This design comes from an exercise in tuning for small area, a short achievable clock period and few clock cycles per item on the open sky130 flow, not from production work.
Only simulation tests tie the RTL to the original design; equivalence was not proved.

==> flow/design.v <==
module mmm_control #(
   parameter integer STEPS = 65,
   parameter integer F = 4
) (
   input wire clk,
   input wire rn,
   input wire start,
   output wire iter,
   output wire fin,
   output wire sel,
   output wire [1:0] fcnt,
   output wire ready
);
localparam integer CNT_SIZE = $clog2(STEPS);
reg [CNT_SIZE-1:0] cnt;
reg i_iter;
reg i_fin;
reg i_sel;
reg i_ready;
wire done_iter = i_iter & (cnt == (STEPS-1));
wire done_fin = i_fin & (cnt[1:0] == (F-1));
always @(posedge clk, negedge rn) begin
   if (!rn) cnt <= 0;
   else if (start | done_iter) cnt <= 0;
   else cnt <= cnt + 1;
end
assign fcnt = cnt[1:0];
always @(posedge clk, negedge rn) begin
   if (!rn) begin
      i_iter <= 1'b0;
      i_fin <= 1'b0;
      i_sel <= 1'b0;
      i_ready <= 1'b0;
   end else begin
      i_iter <= start | (i_iter & ~done_iter);
      i_fin <= ~start & (done_iter | (i_fin & ~done_fin));
      i_sel <= ~start & done_fin;
      i_ready <= ~start & i_sel;
   end
end
assign iter = i_iter;
assign fin = i_fin;
assign sel = i_sel;
assign ready = i_ready;
endmodule
module mmm_iteration #(
   parameter integer N = 32
) (
   input wire [3:0] a,
   input wire first,
   input wire [N-1:0] b,
   input wire [N-1:0] n,
   input wire [N+4:0] s_ps,
   input wire [N+4:0] c_ps,
   input wire ca_ps,
   input wire cb_ps,
   output wire [N+4:0] s_ns,
   output wire [N+4:0] c_ns,
   output wire ca_ns,
   output wire cb_ns
);
localparam integer TW = N + 10;
wire e0_s1, e0_s2, e0_ng, e1_s1, e1_s2, e1_ng;
mmm_qsel u_q (
   .s(s_ps[3:0]),
   .c(c_ps[3:0]),
   .ci({cb_ps, ca_ps}),
   .n(n[3:1]),
   .d({e1_ng, e1_s2, e1_s1, e0_ng, e0_s2, e0_s1})
);
wire [N:0] m0v = ({(N+1){e0_s1}} & {1'b0, n}) | ({(N+1){e0_s2}} & {n, 1'b0});
wire [N:0] m1v = ({(N+1){e1_s1}} & {1'b0, n}) | ({(N+1){e1_s2}} & {n, 1'b0});
wire [TW-1:0] r0 = {{(TW-N-5){1'b0}}, s_ps};
wire [TW-1:0] r1 = {{(TW-N-5){1'b0}}, c_ps};
wire [TW-1:0] p0 = {{(TW-N-4){1'b0}}, b & {N{a[0]}}, 4'd0};
wire [TW-1:0] p1 = {{(TW-N-5){1'b0}}, b & {N{a[1]}}, 4'd0, ca_ps};
wire [TW-1:0] p2 = {{(TW-N-6){1'b0}}, b & {N{a[2]}}, 5'd0, cb_ps};
wire [TW-1:0] p3 = {{(TW-N-7){1'b0}}, b & {N{a[3]}}, 7'd0};
wire [TW-1:0] q0 = {{(TW-N-2){1'b0}}, ~e0_ng & ~first, m0v ^ {(N+1){e0_ng}}};
wire [TW-1:0] q1 = {{(TW-N-4){1'b0}}, ~e1_ng & ~first, m1v ^ {(N+1){e1_ng}}, 2'd0};
wire [TW-1:0] s1, c1, s2, c2, s3, c3, s4, c4, s5, c5, s6, c6;
mmm_csa #(.W(TW)) u_l1a (.x(r0), .y(r1), .z(p0), .s(s1), .c(c1));
mmm_csa #(.W(TW)) u_l1b (.x(p1), .y(p2), .z(p3), .s(s2), .c(c2));
mmm_csa #(.W(TW)) u_l2 (.x(s1), .y(c1), .z(s2), .s(s3), .c(c3));
mmm_csa #(.W(TW)) u_l3 (.x(s3), .y(c3), .z(c2), .s(s4), .c(c4));
mmm_csa #(.W(TW)) u_l4 (.x(s4), .y(c4), .z(q0), .s(s5), .c(c5));
mmm_csa #(.W(TW)) u_l5 (.x(s5), .y(c5), .z(q1), .s(s6), .c(c6));
wire [3:0] lg = s6[3:0] & c6[3:0];
wire [3:0] lp = s6[3:0] | c6[3:0];
assign ca_ns = lg[3] | (lp[3] & lg[2]) | (lp[3] & lp[2] & lg[1]) | (lp[3] & lp[2] & lp[1] & lg[0]);
assign cb_ns = e0_ng | e1_ng;
assign s_ns = s6[N+8:4];
assign c_ns = c6[N+8:4];
endmodule
module mmm_qsel (
   input wire [3:0] s,
   input wire [3:0] c,
   input wire [1:0] ci,
   input wire [3:1] n,
   output reg [5:0] d
);
wire [3:0] g = s & c;
wire [3:0] p = s ^ c;
wire [3:0] k = {g[2] | (p[2] & g[1]) | (p[2] & p[1] & g[0]), g[1] | (p[1] & g[0]), g[0], 1'b0};
wire [3:0] w = p ^ k;
always @(*) begin
   case ({n, w, ci})
      9'd0: d = 6'b000000;
      9'd1: d = 6'b000101;
      9'd2: d = 6'b000101;
      9'd3: d = 6'b101010;
      9'd4: d = 6'b000101;
      9'd5: d = 6'b101010;
      9'd6: d = 6'b101010;
      9'd7: d = 6'b101001;
      9'd8: d = 6'b101010;
      9'd9: d = 6'b101001;
      9'd10: d = 6'b101001;
      9'd11: d = 6'b101000;
      9'd12: d = 6'b101001;
      9'd13: d = 6'b101000;
      9'd14: d = 6'b101000;
      9'd15: d = 6'b101101;
      9'd16: d = 6'b101000;
      9'd17: d = 6'b101101;
      9'd18: d = 6'b101101;
      9'd19: d = 6'b010010;
      9'd20: d = 6'b101101;
      9'd21: d = 6'b010010;
      9'd22: d = 6'b010010;
      9'd23: d = 6'b010001;
      9'd24: d = 6'b010010;
      9'd25: d = 6'b010001;
      9'd26: d = 6'b010001;
      9'd27: d = 6'b010000;
      9'd28: d = 6'b010001;
      9'd29: d = 6'b010000;
      9'd30: d = 6'b010000;
      9'd31: d = 6'b010101;
      9'd32: d = 6'b010000;
      9'd33: d = 6'b010101;
      9'd34: d = 6'b010101;
      9'd35: d = 6'b001010;
      9'd36: d = 6'b010101;
      9'd37: d = 6'b001010;
      9'd38: d = 6'b001010;
      9'd39: d = 6'b001001;
      9'd40: d = 6'b001010;
      9'd41: d = 6'b001001;
      9'd42: d = 6'b001001;
      9'd43: d = 6'b001000;
      9'd44: d = 6'b001001;
      9'd45: d = 6'b001000;
      9'd46: d = 6'b001000;
      9'd47: d = 6'b001101;
      9'd48: d = 6'b001000;
      9'd49: d = 6'b001101;
      9'd50: d = 6'b001101;
      9'd51: d = 6'b000010;
      9'd52: d = 6'b001101;
      9'd53: d = 6'b000010;
      9'd54: d = 6'b000010;
      9'd55: d = 6'b000001;
      9'd56: d = 6'b000010;
      9'd57: d = 6'b000001;
      9'd58: d = 6'b000001;
      9'd59: d = 6'b000000;
      9'd60: d = 6'b000001;
      9'd61: d = 6'b000000;
      9'd62: d = 6'b000000;
      9'd63: d = 6'b000101;
      9'd64: d = 6'b000000;
      9'd65: d = 6'b001001;
      9'd66: d = 6'b001001;
      9'd67: d = 6'b010010;
      9'd68: d = 6'b001001;
      9'd69: d = 6'b010010;
      9'd70: d = 6'b010010;
      9'd71: d = 6'b000101;
      9'd72: d = 6'b010010;
      9'd73: d = 6'b000101;
      9'd74: d = 6'b000101;
      9'd75: d = 6'b001000;
      9'd76: d = 6'b000101;
      9'd77: d = 6'b001000;
      9'd78: d = 6'b001000;
      9'd79: d = 6'b010001;
      9'd80: d = 6'b001000;
      9'd81: d = 6'b010001;
      9'd82: d = 6'b010001;
      9'd83: d = 6'b101010;
      9'd84: d = 6'b010001;
      9'd85: d = 6'b101010;
      9'd86: d = 6'b101010;
      9'd87: d = 6'b001101;
      9'd88: d = 6'b101010;
      9'd89: d = 6'b001101;
      9'd90: d = 6'b001101;
      9'd91: d = 6'b010000;
      9'd92: d = 6'b001101;
      9'd93: d = 6'b010000;
      9'd94: d = 6'b010000;
      9'd95: d = 6'b101001;
      9'd96: d = 6'b010000;
      9'd97: d = 6'b101001;
      9'd98: d = 6'b101001;
      9'd99: d = 6'b000010;
      9'd100: d = 6'b101001;
      9'd101: d = 6'b000010;
      9'd102: d = 6'b000010;
      9'd103: d = 6'b010101;
      9'd104: d = 6'b000010;
      9'd105: d = 6'b010101;
      9'd106: d = 6'b010101;
      9'd107: d = 6'b101000;
      9'd108: d = 6'b010101;
      9'd109: d = 6'b101000;
      9'd110: d = 6'b101000;
      9'd111: d = 6'b000001;
      9'd112: d = 6'b101000;
      9'd113: d = 6'b000001;
      9'd114: d = 6'b000001;
      9'd115: d = 6'b001010;
      9'd116: d = 6'b000001;
      9'd117: d = 6'b001010;
      9'd118: d = 6'b001010;
      9'd119: d = 6'b101101;
      9'd120: d = 6'b001010;
      9'd121: d = 6'b101101;
      9'd122: d = 6'b101101;
      9'd123: d = 6'b000000;
      9'd124: d = 6'b101101;
      9'd125: d = 6'b000000;
      9'd126: d = 6'b000000;
      9'd127: d = 6'b001001;
      9'd128: d = 6'b000000;
      9'd129: d = 6'b001101;
      9'd130: d = 6'b001101;
      9'd131: d = 6'b001010;
      9'd132: d = 6'b001101;
      9'd133: d = 6'b001010;
      9'd134: d = 6'b001010;
      9'd135: d = 6'b010001;
      9'd136: d = 6'b001010;
      9'd137: d = 6'b010001;
      9'd138: d = 6'b010001;
      9'd139: d = 6'b101000;
      9'd140: d = 6'b010001;
      9'd141: d = 6'b101000;
      9'd142: d = 6'b101000;
      9'd143: d = 6'b000101;
      9'd144: d = 6'b101000;
      9'd145: d = 6'b000101;
      9'd146: d = 6'b000101;
      9'd147: d = 6'b000010;
      9'd148: d = 6'b000101;
      9'd149: d = 6'b000010;
      9'd150: d = 6'b000010;
      9'd151: d = 6'b001001;
      9'd152: d = 6'b000010;
      9'd153: d = 6'b001001;
      9'd154: d = 6'b001001;
      9'd155: d = 6'b010000;
      9'd156: d = 6'b001001;
      9'd157: d = 6'b010000;
      9'd158: d = 6'b010000;
      9'd159: d = 6'b101101;
      9'd160: d = 6'b010000;
      9'd161: d = 6'b101101;
      9'd162: d = 6'b101101;
      9'd163: d = 6'b101010;
      9'd164: d = 6'b101101;
      9'd165: d = 6'b101010;
      9'd166: d = 6'b101010;
      9'd167: d = 6'b000001;
      9'd168: d = 6'b101010;
      9'd169: d = 6'b000001;
      9'd170: d = 6'b000001;
      9'd171: d = 6'b001000;
      9'd172: d = 6'b000001;
      9'd173: d = 6'b001000;
      9'd174: d = 6'b001000;
      9'd175: d = 6'b010101;
      9'd176: d = 6'b001000;
      9'd177: d = 6'b010101;
      9'd178: d = 6'b010101;
      9'd179: d = 6'b010010;
      9'd180: d = 6'b010101;
      9'd181: d = 6'b010010;
      9'd182: d = 6'b010010;
      9'd183: d = 6'b101001;
      9'd184: d = 6'b010010;
      9'd185: d = 6'b101001;
      9'd186: d = 6'b101001;
      9'd187: d = 6'b000000;
      9'd188: d = 6'b101001;
      9'd189: d = 6'b000000;
      9'd190: d = 6'b000000;
      9'd191: d = 6'b001101;
      9'd192: d = 6'b000000;
      9'd193: d = 6'b010001;
      9'd194: d = 6'b010001;
      9'd195: d = 6'b000010;
      9'd196: d = 6'b010001;
      9'd197: d = 6'b000010;
      9'd198: d = 6'b000010;
      9'd199: d = 6'b101101;
      9'd200: d = 6'b000010;
      9'd201: d = 6'b101101;
      9'd202: d = 6'b101101;
      9'd203: d = 6'b001000;
      9'd204: d = 6'b101101;
      9'd205: d = 6'b001000;
      9'd206: d = 6'b001000;
      9'd207: d = 6'b101001;
      9'd208: d = 6'b001000;
      9'd209: d = 6'b101001;
      9'd210: d = 6'b101001;
      9'd211: d = 6'b001010;
      9'd212: d = 6'b101001;
      9'd213: d = 6'b001010;
      9'd214: d = 6'b001010;
      9'd215: d = 6'b000101;
      9'd216: d = 6'b001010;
      9'd217: d = 6'b000101;
      9'd218: d = 6'b000101;
      9'd219: d = 6'b010000;
      9'd220: d = 6'b000101;
      9'd221: d = 6'b010000;
      9'd222: d = 6'b010000;
      9'd223: d = 6'b000001;
      9'd224: d = 6'b010000;
      9'd225: d = 6'b000001;
      9'd226: d = 6'b000001;
      9'd227: d = 6'b010010;
      9'd228: d = 6'b000001;
      9'd229: d = 6'b010010;
      9'd230: d = 6'b010010;
      9'd231: d = 6'b001101;
      9'd232: d = 6'b010010;
      9'd233: d = 6'b001101;
      9'd234: d = 6'b001101;
      9'd235: d = 6'b101000;
      9'd236: d = 6'b001101;
      9'd237: d = 6'b101000;
      9'd238: d = 6'b101000;
      9'd239: d = 6'b001001;
      9'd240: d = 6'b101000;
      9'd241: d = 6'b001001;
      9'd242: d = 6'b001001;
      9'd243: d = 6'b101010;
      9'd244: d = 6'b001001;
      9'd245: d = 6'b101010;
      9'd246: d = 6'b101010;
      9'd247: d = 6'b010101;
      9'd248: d = 6'b101010;
      9'd249: d = 6'b010101;
      9'd250: d = 6'b010101;
      9'd251: d = 6'b000000;
      9'd252: d = 6'b010101;
      9'd253: d = 6'b000000;
      9'd254: d = 6'b000000;
      9'd255: d = 6'b010001;
      9'd256: d = 6'b000000;
      9'd257: d = 6'b010101;
      9'd258: d = 6'b010101;
      9'd259: d = 6'b101010;
      9'd260: d = 6'b010101;
      9'd261: d = 6'b101010;
      9'd262: d = 6'b101010;
      9'd263: d = 6'b001001;
      9'd264: d = 6'b101010;
      9'd265: d = 6'b001001;
      9'd266: d = 6'b001001;
      9'd267: d = 6'b101000;
      9'd268: d = 6'b001001;
      9'd269: d = 6'b101000;
      9'd270: d = 6'b101000;
      9'd271: d = 6'b001101;
      9'd272: d = 6'b101000;
      9'd273: d = 6'b001101;
      9'd274: d = 6'b001101;
      9'd275: d = 6'b010010;
      9'd276: d = 6'b001101;
      9'd277: d = 6'b010010;
      9'd278: d = 6'b010010;
      9'd279: d = 6'b000001;
      9'd280: d = 6'b010010;
      9'd281: d = 6'b000001;
      9'd282: d = 6'b000001;
      9'd283: d = 6'b010000;
      9'd284: d = 6'b000001;
      9'd285: d = 6'b010000;
      9'd286: d = 6'b010000;
      9'd287: d = 6'b000101;
      9'd288: d = 6'b010000;
      9'd289: d = 6'b000101;
      9'd290: d = 6'b000101;
      9'd291: d = 6'b001010;
      9'd292: d = 6'b000101;
      9'd293: d = 6'b001010;
      9'd294: d = 6'b001010;
      9'd295: d = 6'b101001;
      9'd296: d = 6'b001010;
      9'd297: d = 6'b101001;
      9'd298: d = 6'b101001;
      9'd299: d = 6'b001000;
      9'd300: d = 6'b101001;
      9'd301: d = 6'b001000;
      9'd302: d = 6'b001000;
      9'd303: d = 6'b101101;
      9'd304: d = 6'b001000;
      9'd305: d = 6'b101101;
      9'd306: d = 6'b101101;
      9'd307: d = 6'b000010;
      9'd308: d = 6'b101101;
      9'd309: d = 6'b000010;
      9'd310: d = 6'b000010;
      9'd311: d = 6'b010001;
      9'd312: d = 6'b000010;
      9'd313: d = 6'b010001;
      9'd314: d = 6'b010001;
      9'd315: d = 6'b000000;
      9'd316: d = 6'b010001;
      9'd317: d = 6'b000000;
      9'd318: d = 6'b000000;
      9'd319: d = 6'b010101;
      9'd320: d = 6'b000000;
      9'd321: d = 6'b101001;
      9'd322: d = 6'b101001;
      9'd323: d = 6'b010010;
      9'd324: d = 6'b101001;
      9'd325: d = 6'b010010;
      9'd326: d = 6'b010010;
      9'd327: d = 6'b010101;
      9'd328: d = 6'b010010;
      9'd329: d = 6'b010101;
      9'd330: d = 6'b010101;
      9'd331: d = 6'b001000;
      9'd332: d = 6'b010101;
      9'd333: d = 6'b001000;
      9'd334: d = 6'b001000;
      9'd335: d = 6'b000001;
      9'd336: d = 6'b001000;
      9'd337: d = 6'b000001;
      9'd338: d = 6'b000001;
      9'd339: d = 6'b101010;
      9'd340: d = 6'b000001;
      9'd341: d = 6'b101010;
      9'd342: d = 6'b101010;
      9'd343: d = 6'b101101;
      9'd344: d = 6'b101010;
      9'd345: d = 6'b101101;
      9'd346: d = 6'b101101;
      9'd347: d = 6'b010000;
      9'd348: d = 6'b101101;
      9'd349: d = 6'b010000;
      9'd350: d = 6'b010000;
      9'd351: d = 6'b001001;
      9'd352: d = 6'b010000;
      9'd353: d = 6'b001001;
      9'd354: d = 6'b001001;
      9'd355: d = 6'b000010;
      9'd356: d = 6'b001001;
      9'd357: d = 6'b000010;
      9'd358: d = 6'b000010;
      9'd359: d = 6'b000101;
      9'd360: d = 6'b000010;
      9'd361: d = 6'b000101;
      9'd362: d = 6'b000101;
      9'd363: d = 6'b101000;
      9'd364: d = 6'b000101;
      9'd365: d = 6'b101000;
      9'd366: d = 6'b101000;
      9'd367: d = 6'b010001;
      9'd368: d = 6'b101000;
      9'd369: d = 6'b010001;
      9'd370: d = 6'b010001;
      9'd371: d = 6'b001010;
      9'd372: d = 6'b010001;
      9'd373: d = 6'b001010;
      9'd374: d = 6'b001010;
      9'd375: d = 6'b001101;
      9'd376: d = 6'b001010;
      9'd377: d = 6'b001101;
      9'd378: d = 6'b001101;
      9'd379: d = 6'b000000;
      9'd380: d = 6'b001101;
      9'd381: d = 6'b000000;
      9'd382: d = 6'b000000;
      9'd383: d = 6'b101001;
      9'd384: d = 6'b000000;
      9'd385: d = 6'b101101;
      9'd386: d = 6'b101101;
      9'd387: d = 6'b001010;
      9'd388: d = 6'b101101;
      9'd389: d = 6'b001010;
      9'd390: d = 6'b001010;
      9'd391: d = 6'b000001;
      9'd392: d = 6'b001010;
      9'd393: d = 6'b000001;
      9'd394: d = 6'b000001;
      9'd395: d = 6'b101000;
      9'd396: d = 6'b000001;
      9'd397: d = 6'b101000;
      9'd398: d = 6'b101000;
      9'd399: d = 6'b010101;
      9'd400: d = 6'b101000;
      9'd401: d = 6'b010101;
      9'd402: d = 6'b010101;
      9'd403: d = 6'b000010;
      9'd404: d = 6'b010101;
      9'd405: d = 6'b000010;
      9'd406: d = 6'b000010;
      9'd407: d = 6'b101001;
      9'd408: d = 6'b000010;
      9'd409: d = 6'b101001;
      9'd410: d = 6'b101001;
      9'd411: d = 6'b010000;
      9'd412: d = 6'b101001;
      9'd413: d = 6'b010000;
      9'd414: d = 6'b010000;
      9'd415: d = 6'b001101;
      9'd416: d = 6'b010000;
      9'd417: d = 6'b001101;
      9'd418: d = 6'b001101;
      9'd419: d = 6'b101010;
      9'd420: d = 6'b001101;
      9'd421: d = 6'b101010;
      9'd422: d = 6'b101010;
      9'd423: d = 6'b010001;
      9'd424: d = 6'b101010;
      9'd425: d = 6'b010001;
      9'd426: d = 6'b010001;
      9'd427: d = 6'b001000;
      9'd428: d = 6'b010001;
      9'd429: d = 6'b001000;
      9'd430: d = 6'b001000;
      9'd431: d = 6'b000101;
      9'd432: d = 6'b001000;
      9'd433: d = 6'b000101;
      9'd434: d = 6'b000101;
      9'd435: d = 6'b010010;
      9'd436: d = 6'b000101;
      9'd437: d = 6'b010010;
      9'd438: d = 6'b010010;
      9'd439: d = 6'b001001;
      9'd440: d = 6'b010010;
      9'd441: d = 6'b001001;
      9'd442: d = 6'b001001;
      9'd443: d = 6'b000000;
      9'd444: d = 6'b001001;
      9'd445: d = 6'b000000;
      9'd446: d = 6'b000000;
      9'd447: d = 6'b101101;
      9'd448: d = 6'b000000;
      9'd449: d = 6'b000001;
      9'd450: d = 6'b000001;
      9'd451: d = 6'b000010;
      9'd452: d = 6'b000001;
      9'd453: d = 6'b000010;
      9'd454: d = 6'b000010;
      9'd455: d = 6'b001101;
      9'd456: d = 6'b000010;
      9'd457: d = 6'b001101;
      9'd458: d = 6'b001101;
      9'd459: d = 6'b001000;
      9'd460: d = 6'b001101;
      9'd461: d = 6'b001000;
      9'd462: d = 6'b001000;
      9'd463: d = 6'b001001;
      9'd464: d = 6'b001000;
      9'd465: d = 6'b001001;
      9'd466: d = 6'b001001;
      9'd467: d = 6'b001010;
      9'd468: d = 6'b001001;
      9'd469: d = 6'b001010;
      9'd470: d = 6'b001010;
      9'd471: d = 6'b010101;
      9'd472: d = 6'b001010;
      9'd473: d = 6'b010101;
      9'd474: d = 6'b010101;
      9'd475: d = 6'b010000;
      9'd476: d = 6'b010101;
      9'd477: d = 6'b010000;
      9'd478: d = 6'b010000;
      9'd479: d = 6'b010001;
      9'd480: d = 6'b010000;
      9'd481: d = 6'b010001;
      9'd482: d = 6'b010001;
      9'd483: d = 6'b010010;
      9'd484: d = 6'b010001;
      9'd485: d = 6'b010010;
      9'd486: d = 6'b010010;
      9'd487: d = 6'b101101;
      9'd488: d = 6'b010010;
      9'd489: d = 6'b101101;
      9'd490: d = 6'b101101;
      9'd491: d = 6'b101000;
      9'd492: d = 6'b101101;
      9'd493: d = 6'b101000;
      9'd494: d = 6'b101000;
      9'd495: d = 6'b101001;
      9'd496: d = 6'b101000;
      9'd497: d = 6'b101001;
      9'd498: d = 6'b101001;
      9'd499: d = 6'b101010;
      9'd500: d = 6'b101001;
      9'd501: d = 6'b101010;
      9'd502: d = 6'b101010;
      9'd503: d = 6'b000101;
      9'd504: d = 6'b101010;
      9'd505: d = 6'b000101;
      9'd506: d = 6'b000101;
      9'd507: d = 6'b000000;
      9'd508: d = 6'b000101;
      9'd509: d = 6'b000000;
      9'd510: d = 6'b000000;
      9'd511: d = 6'b000001;      default: d = 6'd0;
   endcase
end
endmodule
module mmm_csa #(
   parameter integer W = 8
) (
   input wire [W-1:0] x,
   input wire [W-1:0] y,
   input wire [W-1:0] z,
   output wire [W-1:0] s,
   output wire [W-1:0] c
);
assign s = x ^ y ^ z;
assign c = {((x[W-2:0] & y[W-2:0]) | (x[W-2:0] & z[W-2:0]) | (y[W-2:0] & z[W-2:0])), 1'b0};
endmodule
module mmm #(
   parameter integer N = 256
) (
   input wire clk,
   input wire rn,
   input wire start,
   input wire [N-1:0] a,
   input wire [N-1:0] b,
   input wire [N-1:0] n,
   output wire ready,
   output wire [N-1:0] y
);
localparam integer K = 4;                     
localparam integer F = 4;                     
localparam integer W = 66;                    
localparam integer SW = W * F;                
localparam integer PW = N + 5;                
localparam [SW-1:0] NEG_CB = 264'hff5555555555555555555555555555555555555555555555555555555555555556;
wire iter;
wire fin;
wire sel;
wire [1:0] fcnt;
reg [N-1:0] a_reg;
reg [SW-1:0] b_reg;
reg [SW-1:0] n_reg;
reg [SW-1:0] s_reg;
reg [SW-1:0] c_reg;
reg first;     
reg yt_reg;    
reg ct_reg;    
reg y1_reg;    
reg c1_reg;    
reg y2_reg;    
reg c2_reg;    
wire [PW-1:0] s_ns;
wire [PW-1:0] c_ns;
wire ca_ns;
wire cb_ns;
mmm_control #(
   .STEPS(N/K+1),
   .F(F)
) u_ctrl (
   .clk(clk),
   .rn(rn),
   .start(start),
   .iter(iter),
   .fin(fin),
   .sel(sel),
   .fcnt(fcnt),
   .ready(ready)
);
mmm_iteration #(
   .N(N)
) u_it (
   .a(a_reg[K-1:0]),
   .first(first),
   .b(b_reg[N-1:0]),
   .n(n_reg[N-1:0]),
   .s_ps(s_reg[PW-1:0]),
   .c_ps(c_reg[PW-1:0]),
   .ca_ps(yt_reg),
   .cb_ps(ct_reg),
   .s_ns(s_ns),
   .c_ns(c_ns),
   .ca_ns(ca_ns),
   .cb_ns(cb_ns)
);
always @(posedge clk) begin
   if (fin) n_reg <= {n_reg[W-1:0], n_reg[SW-1:W]};
   else n_reg <= {{(SW-N){1'b0}}, n};
end
always @(posedge clk) first <= start;
wire [W-1:0] nc = n_reg[W-1:0];
wire [W-1:0] kc = NEG_CB[fcnt*W +: W];
wire [W-1:0] sc = s_reg[W-1:0];
wire [W-1:0] cc = c_reg[W-1:0];
wire [W-1:0] x0 = sc ^ cc ^ kc;
wire [W-1:0] y0 = (sc & cc) | (sc & kc) | (cc & kc);
wire [W-1:0] y0s = {y0[W-2:0], yt_reg};
wire [W+1:0] t_f = {1'b0, x0, 1'b1} + {1'b0, y0s, ct_reg};
wire [W-1:0] x1 = x0 ^ y0s ^ ~nc;
wire [W-1:0] y1 = (x0 & y0s) | (x0 & ~nc) | (y0s & ~nc);
wire [W+1:0] d1_f = {1'b0, x1, 1'b1} + {1'b0, y1[W-2:0], y1_reg, c1_reg};
wire [W-1:0] x2 = x0 ^ y0s ^ nc;
wire [W-1:0] y2 = (x0 & y0s) | (x0 & nc) | (y0s & nc);
wire [W+1:0] d2_f = {1'b0, x2, 1'b1} + {1'b0, y2[W-2:0], y2_reg, c2_reg};
wire [W:0] t_c = t_f[W+1:1];
wire [W:0] d1_c = d1_f[W+1:1];
wire [W:0] d2_c = d2_f[W+1:1];
always @(posedge clk) begin
   if (iter) begin
      yt_reg <= ca_ns;
      ct_reg <= cb_ns;
      y1_reg <= cb_ns;
      c1_reg <= 1'b1;
      y2_reg <= cb_ns;
      c2_reg <= 1'b0;
   end else if (fin) begin
      yt_reg <= y0[W-1];
      ct_reg <= t_c[W];
      y1_reg <= y1[W-1];
      c1_reg <= d1_c[W];
      y2_reg <= y2[W-1];
      c2_reg <= d2_c[W];
   end else begin
      yt_reg <= 1'b0;
      ct_reg <= 1'b0;
      y1_reg <= 1'b0;
      c1_reg <= 1'b1;
      y2_reg <= 1'b0;
      c2_reg <= 1'b0;
   end
end
wire [N-1:0] result = s_reg[SW-1] ? b_reg[N-1:0] : (c_reg[SW-1] ? s_reg[N-1:0] : c_reg[N-1:0]);
always @(posedge clk) begin
   if (start) a_reg <= a;
   else if (sel) a_reg <= result;
   else a_reg <= a_reg >> K;
end
always @(posedge clk) begin
   if (start) b_reg <= {{(SW-N){1'b0}}, b};
   else if (fin) b_reg <= {d2_c[W-1:0], b_reg[SW-1:W]};
end
wire [SW-1:0] s_alt = fin ? {t_c[W-1:0], s_reg[SW-1:W]} : {SW{1'b0}};
wire [SW-1:0] c_alt = fin ? {d1_c[W-1:0], c_reg[SW-1:W]} : {SW{1'b0}};
always @(posedge clk) begin
   s_reg <= iter ? {{(SW-PW){1'b0}}, s_ns} : s_alt;
   c_reg <= iter ? {{(SW-PW){1'b0}}, c_ns} : c_alt;
end
assign y = a_reg;
endmodule
==> flow/run.sh <==
#!/bin/bash
# synth_recipe.tcl (not shown) runs the flow's synth.tcl, then flattens the netlist and writes it again
# the make line also repeats each setting of config.mk as NAME=value (left out here)
make -C /OpenROAD-flow-scripts/flow DESIGN_CONFIG=/design/flow/config.mk WORK_HOME=/design/flow/orfs CLKGATE_MAP_FILE= SYNTH_SCRIPT=/design/flow/synth_recipe.tcl finish
==> flow/config.mk <==
export PLATFORM = sky130hd
export DESIGN_NAME = mmm
export DESIGN_NICKNAME = mmm
export VERILOG_FILES = /design/flow/design.v
export SDC_FILE = /design/flow/constraint.sdc
export NUM_CORES = 4
export LEC_CHECK = 0
export CAP_MARGIN = 20
export CORE_MARGIN = 2
export CORE_UTILIZATION = 35
export SETUP_SLACK_MARGIN = 0.3
export SLEW_MARGIN = 20
export SYNTH_HIERARCHICAL = 1
==> flow/constraint.sdc <==
create_clock -name core_clock -period 12.0 [get_ports {clk}]
set_input_delay 2.4000 -clock core_clock [delete_from_list [all_inputs] [get_ports {clk}]]
set_output_delay 2.4000 -clock core_clock [all_outputs]
set_load 0.01 [all_outputs]
==> results_dict.tcl <==
set metrics [dict create \
    finalWirelength_mm 494 \
    synth_cells 11800 \
    max_slew_margin_pct 19.9 \
    layout_setup_ws_ns 5.81 \
    r2r_start "c_reg[0]" \
    cp.required_ns 12.78 \
    critical_path.top_delay_family "buffers and inverters" \
    drv_slew 0 \
    min_period_ns 6.19 \
    wl_met2_mm 222 \
    yosysWarnings 9 \
    worst_pin_slew_ns 1.17 \
    grt_max_degree 205 \
    criticalPathCategory "reg -> reg" \
    gp_congestion 0.939 \
    wire_per_inst_um 28.8 \
    antenna_found_initial 143 \
    clkSlewWorstSetupHoldPaths_ns 0.06 \
    numPortBuffers 1027 \
    fp-row-count 213 \
    cts_root_buffer "clkbuf_16" \
    rsz0062_at_grt "no" \
    grt_overflow 0 \
    crit_top_cell "buf_4" \
    finClkSkew_ns 0.0455 \
    area_growth_pct 16.8 \
    maxCapViolCount 0 \
    r2r_cells 17 \
    highest_layer "met5" \
    r2r_end "c_reg[238]" \
    worstPathArrival_ns 6.98 \
    setup-tns-final_ns 0 \
    htreeDepth 4 \
    die_x_um 587 \
    drt_first_pass_iters 6 \
    place_ws_ns 5.80 \
    period_share_pct 51.6 \
    drive_above_1_share_pct 7.31 \
    instances_no_fill 17100 \
    path_buf_inv 4 \
    hold_end "n_reg[191]" \
    grt_pass1_vias 95700 \
    fmax_mhz 161 \
    drt_iter0_markers 9331 \
    whs_ns 0.457 \
    dp_hpwl_mm 377 \
    min-delay-start "n_reg[257]" \
    avgViaCountPerCell 5.50 \
    hold_viol 0 \
    die_h_um 587 \
    drtAntennaViolNets 0 \
    max_stage_delay_ns 0.88 \
    dieArea_sq_um 344000 \
    numCtsBuffers 176 \
    whs_path_depth 1 \
    path_max_fanout 51 \
    cts.path.max_buffers 4 \
    cts_resized 0 \
    cts.sinks 1330 \
    min_path_type "reg -> reg" \
    initial_core_util_pct 35.2 \
    grt_pass1_wl_mm 706 \
    hold_buffers 0 \
    syn_avg_cell_area_sq_um 10.1 \
    core_area_sq_um 337000 \
    finalSetupViolations 0 \
    wl_met3_mm 42.6 \
    num_vias 94200 \
    drc_errors 0 \
    r2r_slack_ns 5.81 \
    cts_tree "yes" \
    cts_setup_buffers 0 \
    endpoint_kind "register" \
    slowest_stage "ha_1" \
    boundaryPins 1028 \
    path_cells "ha_1 -> xor2_4 -> buf_4 -> nand2_1 -> o211ai_1 -> o211a_1 -> a211oi_1 -> a21oi_4 -> buf_4 -> buf_4 -> buf_4 -> a22oi_1 -> xnor2_1 -> fa_1 -> nand2_1 -> o311ai_0 -> a211o_1" \
    track_usage_pct 28.0 \
    cp-start-kind "register" \
    nNetsFinal 15200 \
    insertion_delay_ns 0.91 \
    syn_area_sq_um 119000 \
    met1_length_mm 209 \
    placedCellCount 16700 \
    run_status "timing/DRC/antenna clean" \
]
==> worst reg2reg max path, delay by kind of cell (launching register included) <==
family          cells  cell delay (ns)
compound gates      7             1.19
xor+xnor            2             0.59
fa+ha+maj           2             1.29
buf+inv             4             2.49
flops               1             0.35
simple gates        2             0.19
==> routing by layer <==
metal / vias to the layer above / GRT usage (%)
li1: 40900 / -
met1: 48100 / 38.2
met2: 4305 / 43.4
met3: 747 / 6.00
met4: 88 / 10.5
met5: - / 0
==> stage by stage <==
stage          utilization [%]  cell area, sq um
2_1_floorplan                -            119000
3_3_place_gp              39.3            133000
3_5_place_dp              39.3            133000
4_1_cts                   41.1            139000
5_1_grt                   41.1            139000
6_report                  41.2            139000
==> how the worst max path moves through the flow <==
stage | start | to | slack (ns) | cells past startpoint
final | c_reg[0] | c_reg[238] | 5.81 | 17
after global routing | c_reg[0] | c_reg[238] | 5.63 | 17
after CTS | c_reg[0] | c_reg[238] | 5.79 | 15
after detailed placement | c_reg[0] | c_reg[238] | 5.80 | 15
after global placement | c_reg[0] | c_reg[238] | 5.85 | 15
after floorplan | start | b_reg[0] | 3.15 | 5
==> layout make-up <==
type,count,area (sq um)
sequential,1330,29300
multi-input combinational,9268,84600
inverter,481,1810
antenna,62,155
tap,4515,5650
fill,33400,198000
clock buffer,263,5400
clock inverter,61,627
timing repair buffer,1137,11300
==> cell usage in the layout (no fill, tap or decap), types with 58 or more instances in the layout <==
cell and count:
dfxtp_1 1057, fa_1 1732, a21oi_1 249, mux2i_1 522
xor2_1 81, buf_4 95, and2_1 1033, a22oi_1 512
conb_1 62, nor2_1 143, edfxtp_1 256, nand2_1 1647
clkbuf_16 195, inv_1 480, ha_1 266, nand3_1 58
o21ai_0 1173, clkdlybuf4s50_1 1026, diode_2 62, xnor2_1 609
mux2_2 461, nand4_1 73, a21o_1 125
Testbench counts, summed over its fixed seeds: cycles 18,200, items 256.

==> afterwards: timing with drivers on the ports <==
Ports are ideal in the flow. The routed layout listed here was re-timed in OpenROAD.
Step 1 sets driving cells, clkbuf_16 on the clock port and buf_2 on the other inputs (assumed; they add their load-dependent delay and slew).
Step 2, shift: input delay + t, output delay - t, t = (earliest + latest rising clock arrival at the registers) / 2. This alone moves slack from input paths to output paths.
Slacks: ideal ports / drivers / drivers and shift; pairs: ideal ports / drivers.
t (ns): 0.989
slack for setup (ns): 5.806 / 5.806 / 5.806
latest minus earliest clock arrival (ns): 0.050 / 0.050
After both steps this run still meets setup and hold. For this run, drivers alone change the setup slack by 0.000 ns; drivers and shift together by 0.000 ns.
